This design comes from an exercise in tuning for small area, a short achievable clock period and few clock cycles on the open sky130 flow, not from production work. The RTL was checked by simulation tests, not by an equivalence proof against the original design.

job 3023:
Design cnn_accel, start of the top module:
module cnn_accel (
    input         clk,
    input         rst_n,       
    input         cnn_start,   
    output        cnn_finish,  
    output        mem_we,
    output [19:0] mem_addr,
    output [15:0] mem_wdata,
    input  [15:0] mem_rdata
);
localparam P = 8;            
localparam S_IDLE  = 3'd0;
localparam S_INIT  = 3'd1;   
localparam S_X     = 3'd2;   
localparam S_W     = 3'd3;   
localparam S_WR    = 3'd4;   
localparam S_PR    = 3'd5;   
localparam S_PD    = 3'd6;   
localparam K_NONE = 2'd0;
localparam K_X    = 2'd1;
localparam K_W    = 2'd2;
localparam K_P    = 2'd3;
reg [2:0]  st;
reg        start_q;     
reg        fin_q;
reg        we_q;
reg [19:0] addr_q;
reg [15:0] wdata_q;
assign cnn_finish = fin_q;
assign mem_we     = we_q;
assign mem_addr   = addr_q;
assign mem_wdata  = wdata_q;
reg [4:0] lay;
wire [19:0] c_in      = ({20{lay[0]}} & 20'd2) | ({20{lay[1]}} & 20'd17906) | ({20{lay[2]}} & 20'd34306) | ({20{lay[3]}} & 20'd53890) | ({20{lay[4]}} & 20'd566914);  
  ...
Settings: LEC_CHECK=0, CAP_MARGIN=20, CORE_MARGIN=2, CORE_UTILIZATION=65, CTS_CLUSTER_DIAMETER=80, CTS_CLUSTER_SIZE=24, SLEW_MARGIN=20; clock period 20.0 ns.
standard.sh (not shown) runs the stock make flow with config.mk's settings and CLKGATE_MAP_FILE= SYNTH_SCRIPT=/design/flow/synth_recipe.tcl, a recipe that flattens the netlist after the stock synthesis.
==> flow/flow/run.sh <==
#!/bin/bash
# The standard layout (the standard.sh: ORFS with the standard synthesis,
# floorplan, power grid and tap cells), with one change: every input and
# output port is still given its own buffer, but a plain sky130 buffer
# (buf_4) instead of the delay cell (clkdlybuf4s50_1) buffer_ports picks by
# default, which adds about 0.6 ns to every path into or out of the design.
set -euo pipefail
export BUFFER_PORTS_ARGS="-buffer_cell sky130_fd_sc_hd__buf_4"
bash standard.sh > standard_make.log 2>&1
Job 3023 completed end to end with timing, DRC and antenna clean.
Testbench counts of job 3023, summed over its fixed seeds: cycles 8,190,648.
> inputs changed (job 3023 -> job 149)
# job 3023
export LEC_CHECK = 0
export CAP_MARGIN = 20
export CORE_MARGIN = 2
export CORE_UTILIZATION = 65
export CTS_CLUSTER_DIAMETER = 80
export CTS_CLUSTER_SIZE = 24
export SLEW_MARGIN = 20
create_clock -name core_clock -period 20.0 [get_ports {clk}]
# job 149
export LEC_CHECK = 0
export CAP_MARGIN = 20
export CORE_MARGIN = 2
export CORE_UTILIZATION = 65
export CTS_CLUSTER_DIAMETER = 80
export CTS_CLUSTER_SIZE = 24
export GPL_TIMING_DRIVEN = 0
export SLEW_MARGIN = 20
create_clock -name core_clock -period 20.0 [get_ports {clk}]
==> flow/flow/run.sh <==
#!/bin/bash
# The standard layout (the standard.sh: ORFS with the standard synthesis,
# floorplan, power grid and tap cells), with one change: every input and
# output port is still given its own buffer, but a plain sky130 buffer
# (buf_2) instead of the delay cell (clkdlybuf4s50_1) buffer_ports picks by
# default, which adds about 0.6 ns to every path into or out of the design.
set -euo pipefail
export BUFFER_PORTS_ARGS="-buffer_cell sky130_fd_sc_hd__buf_2"
bash standard.sh > standard_make.log 2>&1
## What came out
Core occupancy in the finished layout: job 149 vs job 3023 up 0.74 points
Higher sequential share of layout area among job 149 and job 3023: job 3023
In job 149 relative to job 3023, count of clock-buffer cells in the layout had gone up by more than 10%.
Job 149 ends up with a wire length of the first global-routing pass that is 13% higher than in job 3023.
Job 149 vs job 3023, instance count: job 149 higher
Against job 3023 as the reference, job 149 delivers a higher final critical path time including I/O delays and setup.
Compared with job 3023, job 149 shows a higher clock skew.
The lower worst-case register-to-register setup slack of job 149 and job 3023 is in job 149.
Job 3023 has a lower fraction of cell area in non-clock buffers than job 149.
> inputs changed (job 149 -> job 5728)
# job 149
export LEC_CHECK = 0
export CAP_MARGIN = 20
export CORE_MARGIN = 2
export CORE_UTILIZATION = 65
export CTS_CLUSTER_DIAMETER = 80
export CTS_CLUSTER_SIZE = 24
export GPL_TIMING_DRIVEN = 0
export SLEW_MARGIN = 20
create_clock -name core_clock -period 20.0 [get_ports {clk}]
# job 5728
export LEC_CHECK = 0
export CAP_MARGIN = 5
export CORE_MARGIN = 2
export CORE_UTILIZATION = 65
export CTS_CLUSTER_DIAMETER = 80
export CTS_CLUSTER_SIZE = 24
export SLEW_MARGIN = 5
create_clock -name core_clock -period 20.0 [get_ports {clk}]
### Flow results
- Job 5728 ran to completion and came out clean on the timing, DRC and antenna checks.
- Relative to job 149, growth of design area from synthesis to finish decreased by 1.7 points in job 5728.
- Job 5728 leaves more setup margin than job 149.
- Global-route wire length before repair | job 5728 below job 149
- As far as fraction of the yosys area taken by sequential cells goes, job 5728 and job 149 are indistinguishable; the numbers are identical.
- Compared with job 149, in job 5728 fraction of final layout cells sized beyond drive strength 1 grew by 1.5 points, number of buffers inserted by post-CTS setup repair held steady, total of plain and repair buffers excluding clock buffers shrank by 53%.
For job 4074, these inputs were changed with respect to job 5728:
# job 5728
export LEC_CHECK = 0
export CAP_MARGIN = 5
export CORE_MARGIN = 2
export CORE_UTILIZATION = 65
export CTS_CLUSTER_DIAMETER = 80
export CTS_CLUSTER_SIZE = 24
export SLEW_MARGIN = 5
create_clock -name core_clock -period 20.0 [get_ports {clk}]
# job 4074
export LEC_CHECK = 0
export CAP_MARGIN = 20
export CORE_MARGIN = 2
export CORE_UTILIZATION = 65
export CTS_CLUSTER_DIAMETER = 80
export CTS_CLUSTER_SIZE = 24
export SLEW_MARGIN = 20
create_clock -name core_clock -period 20.0 [get_ports {clk}]
Notes after the runs:
Async set-or-reset flop fraction in the synthesized netlist came out exactly the same in job 5728 and job 4074. For final critical delay including setup and external delays, job 5728 and job 4074 come out practically identical. From job 4074 to job 5728, initial antenna violation count did not move at all. Going from job 5728 to job 4074, number of non-clock buffers in the layout has remained practically unchanged, share of the core filled with cells has remained practically unchanged.

Setup of run A:
Another version of the RTL of cnn_accel (not shown whole).
For scale: roughly 400 flip-flops, ~57 I/O pins, about 0.022 mm2 of cells after synthesis.
Design cnn_accel, start of the top module:
module cnn_accel (
    input         clk,
    input         rst_n,       
    input         cnn_start,   
    output        cnn_finish,  
    output        mem_we,
    output [19:0] mem_addr,
    output [15:0] mem_wdata,
    input  [15:0] mem_rdata
);
clock: 20.0 ns
lec_check: 0
cap_margin: 20
core_margin: 2
core_utilization: 40
cts_cluster_diameter: 80
cts_cluster_size: 24
slew_margin: 20
==> flow/flow/run.sh <==
#!/bin/bash
# The standard layout (the standard.sh: ORFS with the standard synthesis,
# floorplan, power grid and tap cells, at the design's clock and SDC), with
# two changes in how it is made:
# - every input and output port still gets its own buffer, but a plain sky130
#   buffer (buf_2) instead of the delay cell (clkdlybuf4s50_1) buffer_ports
#   picks by default, which adds about 0.6 ns to each path into or out of
#   the design;
# - ORFS's timing repair aims for SETUP_SLACK_MARGIN ns of setup slack, so
#   that it sizes the paths between registers for speed.
set -euo pipefail
export BUFFER_PORTS_ARGS="-buffer_cell sky130_fd_sc_hd__buf_2"
export SETUP_SLACK_MARGIN=15.2
bash standard.sh > standard_make.log 2>&1
Testbench counts of run A, summed over its fixed seeds: cycles 8,190,648.
Setup changes, run A to run B
- a change of CTS_CLUSTER_SIZE from 24 to 28
- a change of CTS_CLUSTER_DIAMETER from 80 to 60
- a change of CORE_UTILIZATION from 40 to 65
==> flow/flow/run.sh <==
#!/bin/bash
# The standard layout (the standard.sh: ORFS with the standard synthesis,
# floorplan, power grid and tap cells), with one change: every input and
# output port is still given its own buffer, but a plain sky130 buffer
# (buf_2) instead of the delay cell (clkdlybuf4s50_1) buffer_ports picks by
# default, which adds about 0.6 ns to every path into or out of the design.
set -euo pipefail
export BUFFER_PORTS_ARGS="-buffer_cell sky130_fd_sc_hd__buf_2"
bash standard.sh > standard_make.log 2>&1
### Flow results
- The delay of the slowest critical-path stage of run A and that of run B are within noise of each other.
- Re routability congestion estimate: run B and run A aren't equal, and the higher value belongs to run B.
- Taking run A as the reference point, the worst path setup slack after routing of run B falls by 0.018 ns.
Edits applied to the flow inputs when going from run B to run C:
- swapping 60 for 80 in CTS_CLUSTER_DIAMETER
- swapping 28 for 24 in CTS_CLUSTER_SIZE
- swapping 65 for 80 in CORE_UTILIZATION
Results
- Vias per cell: run B and run C compared, higher one is run C
- Taking run C as 1.0, run B lands at 1.7 on number of inserted filler cells in the final layout.
- On final cycle utilization of the critical path, run C tracks run B almost exactly.
- Fraction of final layout cells with drive strength greater than 1, run B and run C: higher on run B
- Taking run B as the reference, in run C die outline area down 18%; area growth from synthesis to final layout down 3.3 points; final routed wirelength across all metal layers up 1900 um; largest incremental delay on the critical path flat.

cnn_accel, a different RTL version from the one above (not shown whole).
For scale: ~2200 cells after synthesis, roughly 390 flip-flops, about 22000 µm² of cells after synthesis.
clock: 20.0 ns
lec_check: 0
cap_margin: 20
core_margin: 2
core_utilization: 40
slew_margin: 20
run.sh (not shown) runs the stock make flow with config.mk's settings and CLKGATE_MAP_FILE= SYNTH_SCRIPT=/design/flow/synth_recipe.tcl, a recipe that flattens the netlist after the stock synthesis.
Stock flow here: none of the scripts above is used.
The starting point ran to the end with no violations.
Testbench counts at the start, summed over its fixed seeds: cycles 8,190,645.
Change:
==> flow/flow/run.sh (new file) <==
#!/bin/bash
# The standard layout (the standard.sh: ORFS with the standard synthesis,
# floorplan, power grid and tap cells), with one change: every input and
# output port is still given its own buffer, but a plain sky130 buffer
# (buf_2) instead of the delay cell (clkdlybuf4s50_1) buffer_ports picks by
# default, which adds about 0.6 ns to every path into or out of the design.
set -euo pipefail
export BUFFER_PORTS_ARGS="-buffer_cell sky130_fd_sc_hd__buf_2"
bash standard.sh > standard_make.log 2>&1
==> flow/standard.sh (new file) <==
#!/bin/bash
# synth_recipe.tcl (not shown) runs the flow's synth.tcl, then flattens the netlist and writes it again
# the make line also repeats each setting of config.mk as NAME=value (left out here)
make -C /OpenROAD-flow-scripts/flow DESIGN_CONFIG=/design/flow/config.mk WORK_HOME=/design/flow/orfs CLKGATE_MAP_FILE= SYNTH_SCRIPT=/design/flow/synth_recipe.tcl "${@:-finish}"
removed: flow/run.sh
Sequential cell count does not change.
Non-clock buffer count drops by 2.
Register-to-register slack gets worse by 0.18 ns.

cnn_accel with an RTL version that a note above also has.
Size: roughly 2100 cells after synthesis, ~400 flip-flops, roughly 57 I/O pins, ~22000 um^2 of cells after synthesis.
==> flow/config.mk <==
export PLATFORM = sky130hd
export DESIGN_NAME = cnn_accel
export DESIGN_NICKNAME = cnn_accel
export VERILOG_FILES = /design/flow/design.v
export SDC_FILE = /design/flow/constraint.sdc
export NUM_CORES = 4
export LEC_CHECK = 0
export CAP_MARGIN = 20
export CORE_MARGIN = 2
export CORE_UTILIZATION = 40
export SLEW_MARGIN = 20
==> flow/constraint.sdc <==
create_clock -name core_clock -period 20.0 [get_ports {clk}]
set_input_delay 4.0000 -clock core_clock [delete_from_list [all_inputs] [get_ports {clk}]]
set_output_delay 4.0000 -clock core_clock [all_outputs]
set_load 0.01 [all_outputs]
standard.sh (not shown) runs the stock make flow with config.mk's settings and CLKGATE_MAP_FILE= SYNTH_SCRIPT=/design/flow/synth_recipe.tcl, a recipe that flattens the netlist after the stock synthesis.
==> flow/flow/run.sh <==
#!/bin/bash
# The standard layout (the standard.sh: ORFS with the standard synthesis,
# floorplan, power grid and tap cells, at the design's clock and SDC), with
# two changes in how it is made:
# - every input and output port still gets its own buffer, but a plain sky130
#   buffer (buf_2) instead of the delay cell (clkdlybuf4s50_1) buffer_ports
#   picks by default, which adds about 0.6 ns to each path into or out of
#   the design;
# - ORFS's timing repair aims for SETUP_SLACK_MARGIN ns of setup slack, so
#   that it sizes the paths between registers for speed.
set -euo pipefail
export BUFFER_PORTS_ARGS="-buffer_cell sky130_fd_sc_hd__buf_2"
export SETUP_SLACK_MARGIN=15.2
bash standard.sh > standard_make.log 2>&1
Testbench counts at the start, summed over its fixed seeds: cycles 8,190,648.
Next try:
==> flow/flow/run.sh (replaced) <==
#!/bin/bash
# The standard layout (the standard.sh: ORFS with the standard synthesis,
# floorplan, power grid and tap cells), with one change: every input and
# output port is still given its own buffer, but a plain sky130 buffer
# (buf_2) instead of the delay cell (clkdlybuf4s50_1) buffer_ports picks by
# default, which adds about 0.6 ns to every path into or out of the design.
set -euo pipefail
export BUFFER_PORTS_ARGS="-buffer_cell sky130_fd_sc_hd__buf_2"
bash standard.sh > standard_make.log 2>&1
CORE_UTILIZATION = 65   (was 40)
CTS_CLUSTER_DIAMETER = 80   (was not set)
CTS_CLUSTER_SIZE = 24   (was not set)
=>
- The changed run finished with timing, DRC and antenna clean
- synthesized area does not change
- maximum frequency hardly moves
- via count falls by 0.49%
- clock skew decreases by 0.026 ns
- utilization is higher by 25 points
Next try:
CORE_UTILIZATION = 40   (was 65)
CTS_CLUSTER_DIAMETER = not set   (was 80)
CTS_CLUSTER_SIZE = not set   (was 24)
What happened: Clock skew went up by 0.022 ns; final cell count went up by 12%; sequential share of layout area went down by 2.1 points; core utilization went down by 25 points; clock-buffer cell count went up by 35; synthesized cell count stays the same; routed wire length went up by 0.80%.
Next try:
CTS_BUF_LIST = sky130_fd_sc_hd__clkbuf_8   (was not set)
The new run passed the timing, DRC and antenna checks.
Wire length is higher by about 1.4%.
Final cell count is higher by about 2%.
Setup slack loses 0.049 ns.
Non-clock buffer count does not change.
Count of clock-buffer cells in the layout is higher by 25.
Synthesized cell count stays the same.
Synthesized area stays the same.

-- afterwards: timing with drivers on the ports --
Ports are ideal in the flow. The routed layouts listed here were re-timed in OpenROAD.
Step 1 sets driving cells, clkbuf_16 on the clock port and buf_2 on the other inputs (assumed; they add their load-dependent delay and slew).
Step 2 adds t to the input delays and takes it off the output delays; t is the mean of the earliest and latest rising clock arrival at the registers after step 1. Input paths then give back, and output paths get back, about the clock's delay inside the block.
Slacks: ideal ports / drivers / drivers and shift; pairs: ideal ports / drivers.
run | t, ns | setup WS [ns] | worst hold slack (ns) | worst setup path at the end
job 3023 | 0.598 | 14.866 / 14.814 / 15.412 | 0.323 / 0.323 / 0.323 | register to output
job 149 | 0.615 | 14.789 / 14.736 / 15.105 | 0.321 / 0.321 / 0.321 | register to register
job 5728 | 0.603 | 14.880 / 14.826 / 15.429 | 0.329 / 0.329 / 0.329 | register to output
job 4074 | 0.603 | 14.880 / 14.826 / 15.429 | 0.329 / 0.329 / 0.329 | register to output
run A | 0.643 | 14.844 / 14.791 / 15.434 | 0.313 / 0.313 / 0.313 | register to output
run B | 0.651 | 14.827 / 14.775 / 15.426 | 0.322 / 0.322 / 0.322 | register to output
run C | 0.604 | 14.848 / 14.797 / 15.401 | 0.321 / 0.321 / 0.321 | register to output
the first run of note 3 | 0.632 | 14.256 / 14.199 / 14.634 | 0.318 / 0.318 / 0.318 | input to register
the second run of note 3 | 0.626 | 14.611 / 14.611 / 14.611 | 0.322 / 0.322 / 0.322 | register to register
the first run of note 4 | 0.623 | 14.872 / 14.818 / 15.441 | 0.292 / 0.292 / 0.292 | register to output
the second run of note 4 | 0.597 | 14.887 / 14.835 / 15.431 | 0.325 / 0.325 / 0.325 | register to output
the third run of note 4 | 0.623 | 14.852 / 14.797 / 15.420 | 0.298 / 0.298 / 0.298 | register to output
the fourth run of note 4 | 0.694 | 14.803 / 14.744 / 15.438 | 0.318 / 0.318 / 0.318 | register to output
After both steps every run listed still meets setup and hold.
